What follows belongs to an exercise in optimizing a design on an open flow for small area, a short achievable clock period and few clock cycles; a production flow would make more cautious choices.
For this run, only the layout was checked, not whether the RTL still works.

[flow/design.v]
module LASER (
input CLK,
input RST,
input [3:0] X,
input [3:0] Y,
output reg [3:0] C1X,
output reg [3:0] C1Y,
output reg [3:0] C2X,
output reg [3:0] C2Y,
output DONE);
localparam NR = 17;      
localparam PC = 10;      
reg        inph;         
reg [5:0]  cnt;          
reg        wv;           
reg [3:0]  Xr, Yr;       
reg [4:0]  wo;           
reg        s1;           
reg [4:0]  y1;           
reg        v2;           
reg [3:0]  y2;           
reg        done_r;
reg        turn, changed, first;
reg [3:0]  NX, NY;
reg [5:0]  C1Max, C2Max, AllMax;
assign DONE = done_r;
wire st = inph & (cnt == 6'd0);      
reg [15:0] ring [0:NR-1];
wire [5:0] wsum = {2'b00, Yr} + {1'b0, wo};
wire [4:0] wrow = (wsum >= 6'd17) ? wsum - 6'd17 : wsum[4:0];
integer p;
always @(posedge CLK) begin
	for (p = 0; p < NR; p = p + 1)
		ring[p] <= (st ? 16'd0 : ring[(p + 1) % NR]) |
		           ((wv && wrow == p) ? (16'd1 << Xr) : 16'd0);
end
reg [15:0] cu0, cu2, cu3, cu4;
integer c;
reg [4:0] du;
always @(*) begin
	for (c = 0; c < 16; c = c + 1) begin
		du = (c >= NX) ? (c - NX) : (NX - c);
		cu0[c] = (du == 0);
		cu2[c] = (du <= 2);
		cu3[c] = (du <= 3);
		cu4[c] = (du <= 4);
	end
end
reg [8:0] rok, rv0, rv2, rv3, rv4;
integer d;
reg signed [6:0] ry, dv;
always @(*) begin
	for (d = 0; d < 9; d = d + 1) begin
		ry = $signed({2'b00, y1}) + d - 4;
		rok[d] = (ry >= 0) && (ry <= 15);
		dv = ry - $signed({3'b000, NY});
		if (dv < 0) dv = -dv;
		rv0[d] = (dv == 0);
		rv2[d] = (dv <= 2);
		rv3[d] = (dv <= 3);
		rv4[d] = (dv <= 4);
	end
end
reg [15:0] a [0:8];
reg [15:0] m [0:8];
integer e;
always @(*) begin
	for (e = 0; e < 9; e = e + 1) begin
		a[e] = ring[PC - 4 + e] & {16{rok[e]}};
		m[e] = a[e] & ~(({16{rv0[e]}} & cu4) | ({16{rv2[e]}} & cu3) |
		                ({16{rv3[e]}} & cu2) | ({16{rv4[e]}} & cu0));
	end
end
function [95:0] discsum;
	input [15:0] r0, r1, r2, r3, r4, r5, r6, r7, r8;
	reg [3:0] v1 [0:23];
	reg [3:0] v5 [0:23];
	reg [3:0] v7 [0:23];
	reg [3:0] v9 [0:23];
	integer k, x;
	begin
		for (k = 0; k < 24; k = k + 1) begin
			v1[k] = 0; v5[k] = 0; v7[k] = 0; v9[k] = 0;
		end
		for (k = 0; k < 16; k = k + 1) begin
			v1[k+4] = r4[k];
			v5[k+4] = r2[k] + r3[k] + r4[k] + r5[k] + r6[k];
			v7[k+4] = v5[k+4] + r1[k] + r7[k];
			v9[k+4] = v7[k+4] + r0[k] + r8[k];
		end
		for (x = 0; x < 16; x = x + 1)
			discsum[6*x +: 6] = v1[x] + v5[x+1] + v7[x+2] + v7[x+3] + v9[x+4] +
			                    v7[x+5] + v7[x+6] + v5[x+7] + v1[x+8];
	end
endfunction
wire [95:0] own1 = discsum(a[0], a[1], a[2], a[3], a[4], a[5], a[6], a[7], a[8]);
wire [95:0] tot1 = discsum(m[0], m[1], m[2], m[3], m[4], m[5], m[6], m[7], m[8]);
wire skip00 = first && (y1 == 5'd0);
reg [95:0] own2, tot2;
always @(posedge CLK) begin
	own2 <= own1;
	tot2 <= {tot1[95:6], skip00 ? 6'd0 : tot1[5:0]};
end
wire [5:0] kadd = turn ? C1Max : C2Max;
reg [11:0] key [0:15];
integer i;
always @(*) begin
	for (i = 0; i < 16; i = i + 1)
		key[i] = {tot2[6*i +: 6] + kadd, turn ? own2[6*i +: 6] : 6'd0};
end
reg [11:0] k1 [0:7];  reg [3:0] i1 [0:7];
reg [11:0] k2 [0:3];  reg [3:0] i2 [0:3];
reg [11:0] k3 [0:1];  reg [3:0] i3 [0:1];
reg [11:0] bk;        reg [3:0] bi;
integer j;
always @(*) begin
	for (j = 0; j < 7; j = j + 1) begin
		if (key[2*j+1] > key[2*j]) begin k1[j] = key[2*j+1]; i1[j] = 2*j+1; end
		else                       begin k1[j] = key[2*j];   i1[j] = 2*j;   end
	end
	k1[7] = key[14]; i1[7] = 14;
	for (j = 0; j < 4; j = j + 1) begin
		if (k1[2*j+1] > k1[2*j]) begin k2[j] = k1[2*j+1]; i2[j] = i1[2*j+1]; end
		else                     begin k2[j] = k1[2*j];   i2[j] = i1[2*j];   end
	end
	for (j = 0; j < 2; j = j + 1) begin
		if (k2[2*j+1] > k2[2*j]) begin k3[j] = k2[2*j+1]; i3[j] = i2[2*j+1]; end
		else                     begin k3[j] = k2[2*j];   i3[j] = i2[2*j];   end
	end
	if (k3[1] > k3[0]) begin bk = k3[1]; bi = i3[1]; end
	else               begin bk = k3[0]; bi = i3[0]; end
end
wire [11:0] skey = {AllMax, turn ? C2Max : 6'd0};
wire        uA   = bk > skey;                  
wire [11:0] kA   = uA ? bk : skey;
wire        uB   = key[15] > kA;               
wire [3:0]  xA   = uA ? bi : (turn ? C2X : C1X);
wire [3:0]  yA   = uA ? y2 : (turn ? C2Y : C1Y);
wire        chA  = changed | uA;
wire [3:0]  wx   = uB ? 4'd15 : bi;
wire [5:0]  wown = own2[6*wx +: 6];
wire [5:0]  ws   = uB ? key[15][11:6] : bk[11:6];
wire        upd  = uA | uB;
always @(posedge CLK) begin
	if (RST || done_r) begin
		inph <= 1'b1;
		cnt <= 6'd0;
		s1 <= 1'b0;
		v2 <= 1'b0;
		done_r <= 1'b0;
		turn <= 1'b0;
		changed <= 1'b0;
		first <= 1'b1;
		NX <= 4'd0; NY <= 4'd0;
		C1X <= 4'd0; C1Y <= 4'd0; C2X <= 4'd0; C2Y <= 4'd0;
		C1Max <= 6'd0; C2Max <= 6'd0; AllMax <= 6'd0;
	end else begin
		if (inph) begin
			cnt <= cnt + 6'd1;
			if (cnt == 6'd39) inph <= 1'b0;
		end
		if (wv && !inph) s1 <= 1'b1;
		v2 <= s1 && (y1 != 5'd16);
		y2 <= y1[3:0];
		if (v2) begin
			if (upd) begin
				changed <= 1'b1;
				AllMax <= ws;
				if (turn) begin
					C2X <= wx; C2Y <= y2; C2Max <= wown;
				end else begin
					C1X <= wx; C1Y <= y2; C1Max <= wown;
				end
			end
			if (y2 == 4'd15) begin
				if (!chA) begin
					done_r <= 1'b1;
					s1 <= 1'b0;
				end
				changed <= 1'b0;
				turn <= ~turn;
				first <= 1'b0;
				NX <= xA;
				NY <= yA;
			end
		end
	end
end
always @(posedge CLK) begin
	wv <= inph & ~RST;
	Xr <= X;
	Yr <= Y;
	wo <= st ? 5'd15 : ((wo == 5'd0) ? 5'd16 : wo - 5'd1);
	y1 <= (wv && !inph) ? 5'd0 : ((y1 == 5'd16) ? 5'd0 : y1 + 5'd1);
end
endmodule
[flow/run.sh]
#!/bin/bash
# synth_recipe.tcl (not shown) runs the flow's synth.tcl, then flattens the netlist and writes it again
# the make line also repeats each setting of config.mk as NAME=value (left out here)
make -C /OpenROAD-flow-scripts/flow DESIGN_CONFIG=/design/flow/config.mk WORK_HOME=/design/flow/orfs CLKGATE_MAP_FILE= SYNTH_SCRIPT=/design/flow/synth_recipe.tcl finish
[flow/config.mk]
export PLATFORM = sky130hd
export DESIGN_NAME = LASER
export DESIGN_NICKNAME = LASER
export VERILOG_FILES = /design/flow/design.v
export SDC_FILE = /design/flow/constraint.sdc
export NUM_CORES = 4
export LEC_CHECK = 0
export CAP_MARGIN = 20
export CORE_MARGIN = 2
export CORE_UTILIZATION = 40
export SLEW_MARGIN = 20
[flow/constraint.sdc]
create_clock -name core_clock -period 10.0 [get_ports {CLK}]
set_input_delay 2.0000 -clock core_clock [delete_from_list [all_inputs] [get_ports {CLK}]]
set_output_delay 2.0000 -clock core_clock [all_outputs]
set_load 0.01 [all_outputs]
==> run notes <==
==> kinds of logic after synthesis <==
kind of cell             count (synthesis)
AO/OA/AOI/OAI                         1561
multiplexers                           103
adder cells (fa/ha/maj)               1264
buffers and inverters                 1369
AND/OR/NAND/NOR                       1343
flip-flops                             542
XOR/XNOR                               326
==> how the worst max path moves through the flow <==
stage,startpoint,endpoint,slack (ns),cells past startpoint
2_1_floorplan,turn,C1Max[4],-5.11,83
3_3_place_gp,turn,C2Max[1],-3.97,74
3_5_place_dp,turn,C2Max[1],-4.36,70
4_1_cts,turn,C2Max[1],-3.22,78
5_1_grt,turn,C2Max[0],-3.89,78
6_report,turn,C2Max[0],-3.36,88
==> layer usage <==
metal  vias to the layer above  wire [um]
li1                      23800          -
met1                     26300     113000
met2                      2284     119000
met3                       708      22000
met4                        14      22700
met5                         -         80
==> cell type report <==
cell class	instances	area [um2]	area share, %
clock inverter	35	543	0.732
antenna	5	12.5	0.0169
multi-input combinational	4598	44200	59.7
timing repair buffer	1210	10000	13.5
clock buffer	80	1740	2.34
tap	1903	2380	3.21
inverter	1140	4290	5.78
sequential	542	10900	14.7
==> timing repair <==
item | CTS | global route
setup endpoints to repair | 55 | 84
gates cloned | 7 | 4
pin swaps | 122 | 165
gates resized for setup | 335 | 303
buffers inserted | 122 | 64
==> state kept, by name, indices dropped and copies added, names as in the netlist, 5 cells and up <==
signal  cells
tot2       96
own2       96
ring      272
y1          5
wo          5
C2Max       6
cnt         6
C1Max       6
AllMax      6
==> worst max-delay path: cells and delay by family (launching register included) <==
kind | cells | cell delay, ns
AOI/OAI and AO/OA | 20 | 3.79
xor gates and xnor gates | 1 | 0.25
adders and majority gates | 5 | 1.30
buffers and inverters | 45 | 5.42
DFF | 1 | 0.38
muxes | 3 | 0.58
and+or+nand+nor | 14 | 1.49
==> cell usage in the layout, fill, tap and decap left out, types with 108 or more instances in the layout <==
master / instances
a21o_1: 139
a21oi_1: 374
a22o_1: 274
buf_4: 1073
dfxtp_1: 536
fa_1: 655
ha_1: 535
inv_1: 1119
nand2_1: 487
nor2_1: 267
o21ai_0: 180
xnor2_1: 203
xor2_1: 108
==> metrics by stage <==
step | TNS, ns | setup slack (ns) | hold slack [ns]
after floorplan | -194.47 | -5.11 | 0.416
after global placement | -148.06 | -3.97 | 0.425
after detailed placement | -162.78 | -4.36 | 0.428
after CTS | -117.29 | -3.22 | 0.441
after global routing | -146.79 | -3.89 | 0.456
final | -122.50 | -3.36 | 0.444
==> flow_summary.yaml <==
floorplanning:
  die_y_um: 383
  num_io_pins: 27
  start_util_pct: 40.2
  rows: 139
  core_area_um2: 143000
  die_area_um2: 147000
  die_w_um: 383
route:
  drt.antenna.violating_nets: 0
  drtIter0Drc: 4900
  vias: 53100
  wl_per_cell_um: 29.0
  first_pass_iters: 6
  route.detailed.drc: 0
  routed_wl_um: 276000
  routed_via_density: 5.58
timing:
  max_freq_ghz: 0.0749
  finalMaxSlewViolations: 0
  finalClockSkew_ns: 0.0629
  rsz0062_at_grt: "yes"
  fin_crit_ns: 13.36
  worst_slack_ns: -3.36
  period_share_pct: 134
  maxSlewHeadroom_pct: 25.0
  setup_viol: 45
  tightest_slew_ns: 1.12
  hold_violations: 0
worst_hold_path:
  holdPathStages: 1
  worstHoldStart: "ring[0][14]"
  hold_end: "ring[16][14]"
  worstHoldPathType: "reg2reg"
final_layout:
  area_growth_pct: 28.8
  fillers: 13500
  fin_area_um2: 74100
  final_core_util_pct: 51.7
  drive_gt1_share_pct: 23.6
  layout.cells.non_filler: 9513
  layout.nets: 8825
grt:
  grt_start_max_net_pins: 193
  met2_usage_pct: 56.7
  antenna_found_initial: 18
  gr-usage-met1_pct: 47.0
  grt.busiest_layer: "met2"
  grt_pass1_vias: 53700
  use_met3_pct: 7.63
  track_usage_pct: 37.0
  grt_pass1_wl_um: 387000
  grt_overflow: 0
synth:
  synthMuxAreaShare_pct: 1.84
  synth_edf_count: 4
  post_synth_and_or_nand_nor_area_fraction_pct: 10.7
  yosys.cell_types.count: 94
  netlist_area_um2: 57600
  synth-compound-area-share_pct: 18.3
  synth_top_area_share_pct: 23.5
  ys_seq_area_share_pct: 18.9
  synth_fa_ha_area_share_pct: 36.3
  synth_area_leaders: "fa_1 (24%), dfxtp_1 (19%), ha_1 (13%)"
  ys_seq_elements: 542
  synth_top_family_by_area: "adder cells"
  yosysMostFrequentCell: "inv_1"
  synthArstFlopShare_pct: 0
  synth_commonest_cells: "inv_1 (1137), fa_1 (676), ha_1 (586)"
  synth_xor_area_share_pct: 4.97
  yosysTopAreaCell: "fa_1"
  synthCells: 6508
  syn_area_per_cell_um2: 8.85
  ys_warn_count: 19
  syn_nets: 7780
  synth_ff_type: "dfxtp_1"
worst_setup_path:
  path_class: "reg2reg"
  crit_fanout: 8
  r2r_slack_ns: -3.36
  critPathArrivalTime_ns: 13.95
  r2r_start: "turn"
  reg2reg_to: "C2Max[0]"
  path_common_cell: "buf_4"
  setup.worst_path.start_class: "flip-flop"
  slowest_delay_ns: 0.39
  worstSetupEndpointType: "flip-flop"
  required_ns: 10.59
  cp_slowest_cell: "a2111o_1"
  reg2reg_depth: 88
clock_network:
  ctsHtreeMaxLevel: 2
  numCtsBuffers: 61
  holdBufCountCts: 0
  cts_num_sinks: 542
  cts-root-buf: "clkbuf_16"
  cts_tree: "yes"
  path_clk_slew_ns: 0.06
  clock_path_buffers: 3
  insertion_delay_ns: 0.74
status:
  status: "complete, but fails checks"
  check.faults: "setup timing"
place:
  portBuffers: 26
  post-dp-hpwl_um: 226000
  dp_cells: 9203
  place_congestion: 1.09
  place_area_um2: 67400
run:
  maxCapViolations: 0

==> port drivers added, routing unchanged <==
No port has a modelled driver above. Below, the same layout with a new extraction and two added sets of constraints. Step 1 sets driving cells, clkbuf_16 on the clock port and buf_2 on the other inputs (assumed; they add their load-dependent delay and slew). Step 2, shift: input delay + t, output delay - t, t = (earliest + latest rising clock arrival at the registers) / 2. This alone moves slack from input paths to output paths. a / b / c = no drivers / after step 1 / after step 2; a / b = the first two.
shift t [ns]: 0.785
setup WS [ns]: -3.358 / -3.358 / -3.358
latest minus earliest clock arrival (ns): 0.063 / 0.063
The setup slack of this run moves by 0.000 ns with the drivers and by 0.000 ns with both steps.
